From an optimization exercise on the open Yosys and OpenROAD flow, aimed at small area; shortcuts taken in it are not production practice. At most, simulation tests tie the RTL to the original design; equivalence was not proved. The clock port is modelled as an ideal driver, which makes a skipped or thinned clock tree look cheaper than it is; a real chip needs a root buffer or a tree.

==> job 9938: inputs <==
==> flow/design.v <==
module pwm_hw(
input clk,                    
input reset,                  
input red,                    
input green,                  
input blue,                   
output [19:0] Red_High_HW,    
output [19:0] Red_Low_HW,     
output [19:0] Green_High_HW,  
output [19:0] Green_Low_HW,   
output [19:0] Blue_High_HW,   
output [19:0] Blue_Low_HW     
             );
HW_PWM Red  (.clk(clk), .reset(reset), .Colour_input(red),   .High_Count(Red_High_HW),   .Low_Count(Red_Low_HW));
HW_PWM Green(.clk(clk), .reset(reset), .Colour_input(green), .High_Count(Green_High_HW), .Low_Count(Green_Low_HW));
HW_PWM Blue (.clk(clk), .reset(reset), .Colour_input(blue),  .High_Count(Blue_High_HW),  .Low_Count(Blue_Low_HW));
endmodule
module HW_PWM(
input clk,
input reset,
input Colour_input,
output reg [19:0] High_Count,
output reg [19:0] Low_Count
            );
reg PrevPwm;
reg [19:0] Count;
wire rise = Colour_input & ~PrevPwm;
wire fall = ~Colour_input & PrevPwm;
wire run  = reset & ~(Colour_input ^ PrevPwm);    
wire ld_high   = reset & fall;
wire hold_high = reset & ~fall;
wire ld_low    = reset & rise;
wire hold_low  = reset & ~rise;
wire [19:0] Count_next;          
HW_PWM_INC Inc(.Count(Count), .run(run), .Count_next(Count_next));
always @(posedge clk) begin
    PrevPwm    <= reset & Colour_input;
    Count      <= Count_next;
    High_Count <= ({20{ld_high}} & Count) | ({20{hold_high}} & High_Count);
    Low_Count  <= ({20{ld_low}}  & Count) | ({20{hold_low}}  & Low_Count);
end
endmodule
module HW_PWM_INC(
input  [19:0] Count,
input         run,
output [19:0] Count_next
            );
wire [19:0] c;
wire [4:0]  g;                 
wire [4:0]  p;                 
genvar j;
generate
    for (j = 0; j < 5; j = j + 1) begin : grp
        assign g[j] = &Count[4*j+3:4*j];
        assign c[4*j]   = p[j];
        assign c[4*j+1] = p[j] & Count[4*j];
        assign c[4*j+2] = p[j] & (&Count[4*j+1:4*j]);
        assign c[4*j+3] = p[j] & (&Count[4*j+2:4*j]);
    end
endgenerate
assign p[0] = 1'b1;
assign p[1] = g[0];
assign p[2] = &g[1:0];
assign p[3] = &g[2:0];
assign p[4] = &g[3:0];
assign Count_next = {20{run}} & (Count ^ c);
endmodule
==> flow/flow/run.sh <==
#!/bin/bash
# Own layout flow: the standard ORFS flow with these changes:
#  - synthesis: ORFS's adder extraction is off, the incrementer module
#    HW_PWM_INC is kept apart until mapping and mapped with flow/inc.abc, the
#    rest with the area-oriented flow/area.abc; everything else, including
#    flip-flop mapping and the final flatten, is the standard flow's own synth_recipe.tcl;
#  - the port buffers are the smallest buffer cell;
#  - the clock tree is built by hand from inverters (flow/cts_hook.tcl).
# Each tool's output goes to flow_make.log here; ORFS keeps per-step logs in orfs/logs.
set -euo pipefail
W="$(cd "$(dirname "$0")/.." && pwd)"
cd "$W"
{
  echo "proc abc {args} {"
  echo "  set i [expr {[lsearch -exact \$args -script] + 1}]"
  echo "  set a1 \$args; lset a1 \$i $W/flow/inc.abc"
  echo "  yosys abc {*}\$a1 HW_PWM_INC"
  echo "  set a2 \$args; lset a2 \$i $W/flow/area.abc"
  echo "  yosys abc {*}\$a2"
  echo "}"
  cat synth_recipe.tcl
} > area_synth.tcl
bash standard.sh finish \
  "SYNTH_SCRIPT=$W/area_synth.tcl" \
  "SYNTH_KEEP_MODULES=HW_PWM_INC" \
  "ADDER_MAP_FILE=" \
  "BUFFER_PORTS_ARGS=-buffer_cell sky130_fd_sc_hd__buf_1" \
  "PRE_CTS_TCL=$W/flow/cts_hook.tcl" \
  > flow_make.log 2>&1
==> flow/flow/area.abc <==
strash
&get -n
&fraig -x
&put
strash
&get -n
&dch -f
&nf -R 1000
&put
==> flow/flow/cts_hook.tcl <==
# PRE_CTS_TCL hook: build the clock tree by hand (flow/manual_cts.tcl) from
# inverters, two levels (an even number of inversions): one root inverter on
# the clock port driving leaf inverters, each leaf driving a balanced cluster
# of flip-flops. ORFS's own clock_tree_synthesis and repair_clock_inverters
# are then skipped; the rest of cts.tcl (placement legalisation, timing
# repair) runs as usual.
set ::env(MCTS_NET) clk
set ::env(MCTS_LEAVES) 9
set ::env(MCTS_LEAF) sky130_fd_sc_hd__inv_8
set ::env(MCTS_ROOT) sky130_fd_sc_hd__inv_8
source [file join [file dirname [info script]] manual_cts.tcl]
mcts_build
set_propagated_clock [all_clocks]
proc repair_clock_inverters {args} { puts "repair_clock_inverters skipped: clock tree built by cts_hook.tcl" }
proc clock_tree_synthesis {args} { puts "clock_tree_synthesis skipped: clock tree built by cts_hook.tcl" }
==> flow/flow/inc.abc <==
strash
&get -n
&fraig -x
&put
strash
&get -n
&dch -f
&nf -R 1000
&put
==> flow/flow/manual_cts.tcl <==
proc mcts_split {pins n} {
  if {$n <= 1} { return [list $pins] }
  set xs {}; set ys {}
  foreach p $pins { lappend xs [lindex $p 1]; lappend ys [lindex $p 2] }
  set dx [expr {[tcl::mathfunc::max {*}$xs] - [tcl::mathfunc::min {*}$xs]}]
  set dy [expr {[tcl::mathfunc::max {*}$ys] - [tcl::mathfunc::min {*}$ys]}]
  set idx [expr {$dx >= $dy ? 1 : 2}]
  set sorted [lsort -real -index $idx $pins]
  set n1 [expr {$n / 2}]
  set k [expr {round(double([llength $pins]) * $n1 / $n)}]
  return [concat [mcts_split [lrange $sorted 0 [expr {$k - 1}]] $n1] \
                 [mcts_split [lrange $sorted $k end] [expr {$n - $n1}]]]
}
proc mcts_build {} {
  set db [ord::get_db]
  set block [ord::get_db_block]
  set clknet [$block findNet $::env(MCTS_NET)]
  set pins {}
  foreach it [$clknet getITerms] {
    set inst [$it getInst]
    set bb [$inst getBBox]
    lappend pins [list $it [expr {([$bb xMin] + [$bb xMax]) / 2.0}] [expr {([$bb yMin] + [$bb yMax]) / 2.0}]]
  }
  set nleaf $::env(MCTS_LEAVES)
  set clusters [mcts_split $pins $nleaf]
  set leafm [$db findMaster $::env(MCTS_LEAF)]
  set rootnet $clknet
  if {$::env(MCTS_ROOT) ne ""} {
    set rootm [$db findMaster $::env(MCTS_ROOT)]
    set root [odb::dbInst_create $block $rootm mcts_root]
    set rootnet [odb::dbNet_create $block mcts_clk_root]
    $rootnet setSigType CLOCK
    [$root findITerm A] connect $clknet
    [$root findITerm [expr {[$root findITerm X] ne "NULL" ? "X" : "Y"}]] connect $rootnet
  }
  set i 0; set sx 0; set sy 0
  foreach c $clusters {
    set net [odb::dbNet_create $block mcts_clk_$i]
    $net setSigType CLOCK
    set inst [odb::dbInst_create $block $leafm mcts_leaf_$i]
    set cx 0; set cy 0
    foreach p $c {
      set it [lindex $p 0]
      $it disconnect
      $it connect $net
      set cx [expr {$cx + [lindex $p 1]}]; set cy [expr {$cy + [lindex $p 2]}]
    }
    set cx [expr {int($cx / [llength $c])}]; set cy [expr {int($cy / [llength $c])}]
    $inst setLocation $cx $cy
    $inst setPlacementStatus PLACED
    [$inst findITerm A] connect $rootnet
    set out [$inst findITerm X]
    if {$out eq "NULL"} { set out [$inst findITerm Y] }
    $out connect $net
    puts "mcts leaf $i: [llength $c] sinks at $cx $cy"
    set sx [expr {$sx + $cx}]; set sy [expr {$sy + $cy}]
    incr i
  }
  if {$::env(MCTS_ROOT) ne ""} {
    $root setLocation [expr {int($sx / $i)}] [expr {int($sy / $i)}]
    $root setPlacementStatus PLACED
  }
}
==> flow/standard.sh <==
#!/bin/bash
# synth_recipe.tcl (not shown) runs the flow's synth.tcl, then flattens the netlist and writes it again
# the make line also repeats each setting of config.mk as NAME=value (left out here)
make -C /OpenROAD-flow-scripts/flow DESIGN_CONFIG=/design/flow/config.mk WORK_HOME=/design/flow/orfs CLKGATE_MAP_FILE= SYNTH_SCRIPT=/design/flow/synth_recipe.tcl "${@:-finish}"
==> flow/config.mk <==
export PLATFORM = sky130hd
export DESIGN_NAME = pwm_hw
export DESIGN_NICKNAME = pwm_hw
export VERILOG_FILES = /design/flow/design.v
export SDC_FILE = /design/flow/constraint.sdc
export NUM_CORES = 4
export LEC_CHECK = 0
export CAP_MARGIN = 20
export CORE_MARGIN = 2
export CORE_UTILIZATION = 40
export GPL_TIMING_DRIVEN = 0
export PLACE_DENSITY = 0.6
export SLEW_MARGIN = 20
==> flow/constraint.sdc <==
create_clock -name core_clock -period 2.0 [get_ports {clk}]
set_input_delay 0.4000 -clock core_clock [delete_from_list [all_inputs] [get_ports {clk}]]
set_output_delay 0.4000 -clock core_clock [all_outputs]
set_load 0.01 [all_outputs]
==> job 3168 (differences from job 9938) <==
--- a/flow/design.v
+++ b/flow/design.v
@@ -33,16 +33,2 @@
 wire hold_low  = reset & ~rise;
-wire [19:0] Count_next;          
-HW_PWM_INC Inc(.Count(Count), .run(run), .Count_next(Count_next));
-always @(posedge clk) begin
-    PrevPwm    <= reset & Colour_input;
-    Count      <= Count_next;
-    High_Count <= ({20{ld_high}} & Count) | ({20{hold_high}} & High_Count);
-    Low_Count  <= ({20{ld_low}}  & Count) | ({20{hold_low}}  & Low_Count);
-end
-endmodule
-module HW_PWM_INC(
-input  [19:0] Count,
-input         run,
-output [19:0] Count_next
-            );
 wire [19:0] c;
@@ -65,3 +51,8 @@
 assign p[4] = &g[3:0];
-assign Count_next = {20{run}} & (Count ^ c);
+always @(posedge clk) begin
+    PrevPwm    <= reset & Colour_input;
+    Count      <= {20{run}} & (Count ^ c);
+    High_Count <= ({20{ld_high}} & Count) | ({20{hold_high}} & High_Count);
+    Low_Count  <= ({20{ld_low}}  & Count) | ({20{hold_low}}  & Low_Count);
+end
 endmodule
==> flow/flow/run.sh (replaced) <==
#!/bin/bash
# Own layout flow: the standard ORFS flow with three changes:
#  - synthesis maps the logic with an area-oriented ABC script (flow/area.abc);
#    everything else in synthesis, including flip-flop mapping, is the standard flow's own
#    synth_recipe.tcl unchanged;
#  - the port buffers are the smallest buffer cell;
#  - the clock tree is built by hand from inverters (flow/cts_hook.tcl).
# Each tool's output goes to flow_make.log here; ORFS keeps per-step logs in orfs/logs.
set -euo pipefail
W="$(cd "$(dirname "$0")/.." && pwd)"
cd "$W"
{
  echo "proc abc {args} {"
  echo "  set i [lsearch -exact \$args -script]"
  echo "  if {\$i >= 0} { lset args [expr {\$i + 1}] $W/flow/area.abc }"
  echo "  yosys abc {*}\$args"
  echo "}"
  cat synth_recipe.tcl
} > area_synth.tcl
bash standard.sh finish \
  "SYNTH_SCRIPT=$W/area_synth.tcl" \
  "ADDER_MAP_FILE=" \
  "BUFFER_PORTS_ARGS=-buffer_cell sky130_fd_sc_hd__buf_1" \
  "PRE_CTS_TCL=$W/flow/cts_hook.tcl" \
  > flow_make.log 2>&1
CAP_MARGIN = 0   (was 20)
CORE_UTILIZATION = 65   (was 40)
PLACE_DENSITY = 0.8   (was 0.6)
SLEW_MARGIN = 0   (was 20)
removed: flow/flow/inc.abc
==> job 2538 (differences from job 9938) <==
--- a/flow/design.v
+++ b/flow/design.v
@@ -33,16 +33,2 @@
 wire hold_low  = reset & ~rise;
-wire [19:0] Count_next;          
-HW_PWM_INC Inc(.Count(Count), .run(run), .Count_next(Count_next));
-always @(posedge clk) begin
-    PrevPwm    <= reset & Colour_input;
-    Count      <= Count_next;
-    High_Count <= ({20{ld_high}} & Count) | ({20{hold_high}} & High_Count);
-    Low_Count  <= ({20{ld_low}}  & Count) | ({20{hold_low}}  & Low_Count);
-end
-endmodule
-module HW_PWM_INC(
-input  [19:0] Count,
-input         run,
-output [19:0] Count_next
-            );
 wire [19:0] c;
@@ -65,3 +51,8 @@
 assign p[4] = &g[3:0];
-assign Count_next = {20{run}} & (Count ^ c);
+always @(posedge clk) begin
+    PrevPwm    <= reset & Colour_input;
+    Count      <= {20{run}} & (Count ^ c);
+    High_Count <= ({20{ld_high}} & Count) | ({20{hold_high}} & High_Count);
+    Low_Count  <= ({20{ld_low}}  & Count) | ({20{hold_low}}  & Low_Count);
+end
 endmodule
==> flow/flow/run.sh (replaced) <==
#!/bin/bash
# Own layout flow: the standard ORFS flow with three changes:
#  - synthesis maps the logic with an area-oriented ABC script (flow/area.abc);
#    everything else in synthesis, including flip-flop mapping, is the standard flow's own
#    synth_recipe.tcl unchanged;
#  - the port buffers are the smallest buffer cell;
#  - the clock tree is built by hand from inverters (flow/cts_hook.tcl).
# Each tool's output goes to flow_make.log here; ORFS keeps per-step logs in orfs/logs.
set -euo pipefail
W="$(cd "$(dirname "$0")/.." && pwd)"
cd "$W"
{
  echo "proc abc {args} {"
  echo "  set i [lsearch -exact \$args -script]"
  echo "  if {\$i >= 0} { lset args [expr {\$i + 1}] $W/flow/area.abc }"
  echo "  yosys abc {*}\$args -dont_use sky130_fd_sc_hd__nor4_*"
  echo "}"
  cat synth_recipe.tcl
} > area_synth.tcl
bash standard.sh finish \
  "SYNTH_SCRIPT=$W/area_synth.tcl" \
  "ADDER_MAP_FILE=" \
  "BUFFER_PORTS_ARGS=-buffer_cell sky130_fd_sc_hd__buf_1" \
  "RECOVER_POWER=100" \
  "PRE_CTS_TCL=$W/flow/cts_hook.tcl" \
  > flow_make.log 2>&1
CORE_UTILIZATION = 50   (was 40)
PLACE_DENSITY = 0.65   (was 0.6)
SETUP_SLACK_MARGIN = -0.08   (was not set)
removed: flow/flow/inc.abc
==> results.toml <==
[cts]
cts_resized = 29

[routing]
drt-initial-drc-count = 215
vias_per_cell = 5.42
finalWirelength_mm = 13.7

[place]
dpl.hpwl_mm = 8.90

[outcome]
status = "no timing/DRC/antenna violations"

[floorplan]
dieArea_mm2 = 0.0155

[global_route]
grt.met1_usage_pct = 22.4

[power_and_ir_drop]
p_int_uw = 3900

[yosys]
synth-xor-area-share_pct = 0
# the run above: job 9938

==> results.toml <==
[sta]
period_needed_ps = 1940

[outcome]
status = "no timing/DRC/antenna violations"

[routing]
vias_per_cell = 5.66
finalWirelength_mm = 12.6

[power_and_ir_drop]
p_int_uw = 3880
power_leader = "registers"

[place]
placed_cell_area_mm2 = 0.00646
dpl.hpwl_mm = 8.54

[global_route]
grt.met1_usage_pct = 27.3

[cts]
cts_resized = 3

[yosys]
synth-xor-area-share_pct = 0.610
# the run above: job 2538

==> results.toml <==
[outcome]
status = "no timing/DRC/antenna violations"

[routing]
finalWirelength_mm = 12.6
drc = 0
vias_per_cell = 6.14
drt-initial-drc-count = 242

[place]
placed_cell_area_mm2 = 0.00638

[cts]
cts_resized = 20

[yosys]
synth-xor-area-share_pct = 0.611
# the run above: job 3168

For job 9938, only the layout was checked, not whether the RTL still works. No run of this note takes its clock network from TritonCTS; it comes from the design's own scripts or RTL.

==> afterwards: timing with drivers on the ports <==
No port has a modelled driver above. Below, the same layouts with a new extraction and two added sets of constraints. Step 1, drivers: a clkbuf_16 drives clk and a buf_2 each remaining input, both assumed. Step 2 moves the port delays by t, midway between the first and last clock arrival at a register: inputs arrive t later, outputs are due t later. That takes back most of the time a late clock gives input paths. Three values: no drivers, after step 1, after step 2; two values: the first two.
run	shift t [ns]	setup slack, ns	hold WS [ns]	clock arrival spread, ns
job 9938	0.284	0.121 / 0.121 / -0.013	0.460 / 0.460 / 0.460	0.014 / 0.014
job 3168	0.278	0.111 / 0.111 / -0.116	0.408 / 0.398 / 0.472	0.007 / 0.007
job 2538	0.289	0.060 / 0.060 / -0.135	0.430 / 0.405 / 0.482	0.009 / 0.009
Met with ideal ports but missed after step 2: setup timing in every run listed. The setup slack of job 3168, which loses most, moves by 0.000 ns with the drivers and by -0.227 ns with both steps.
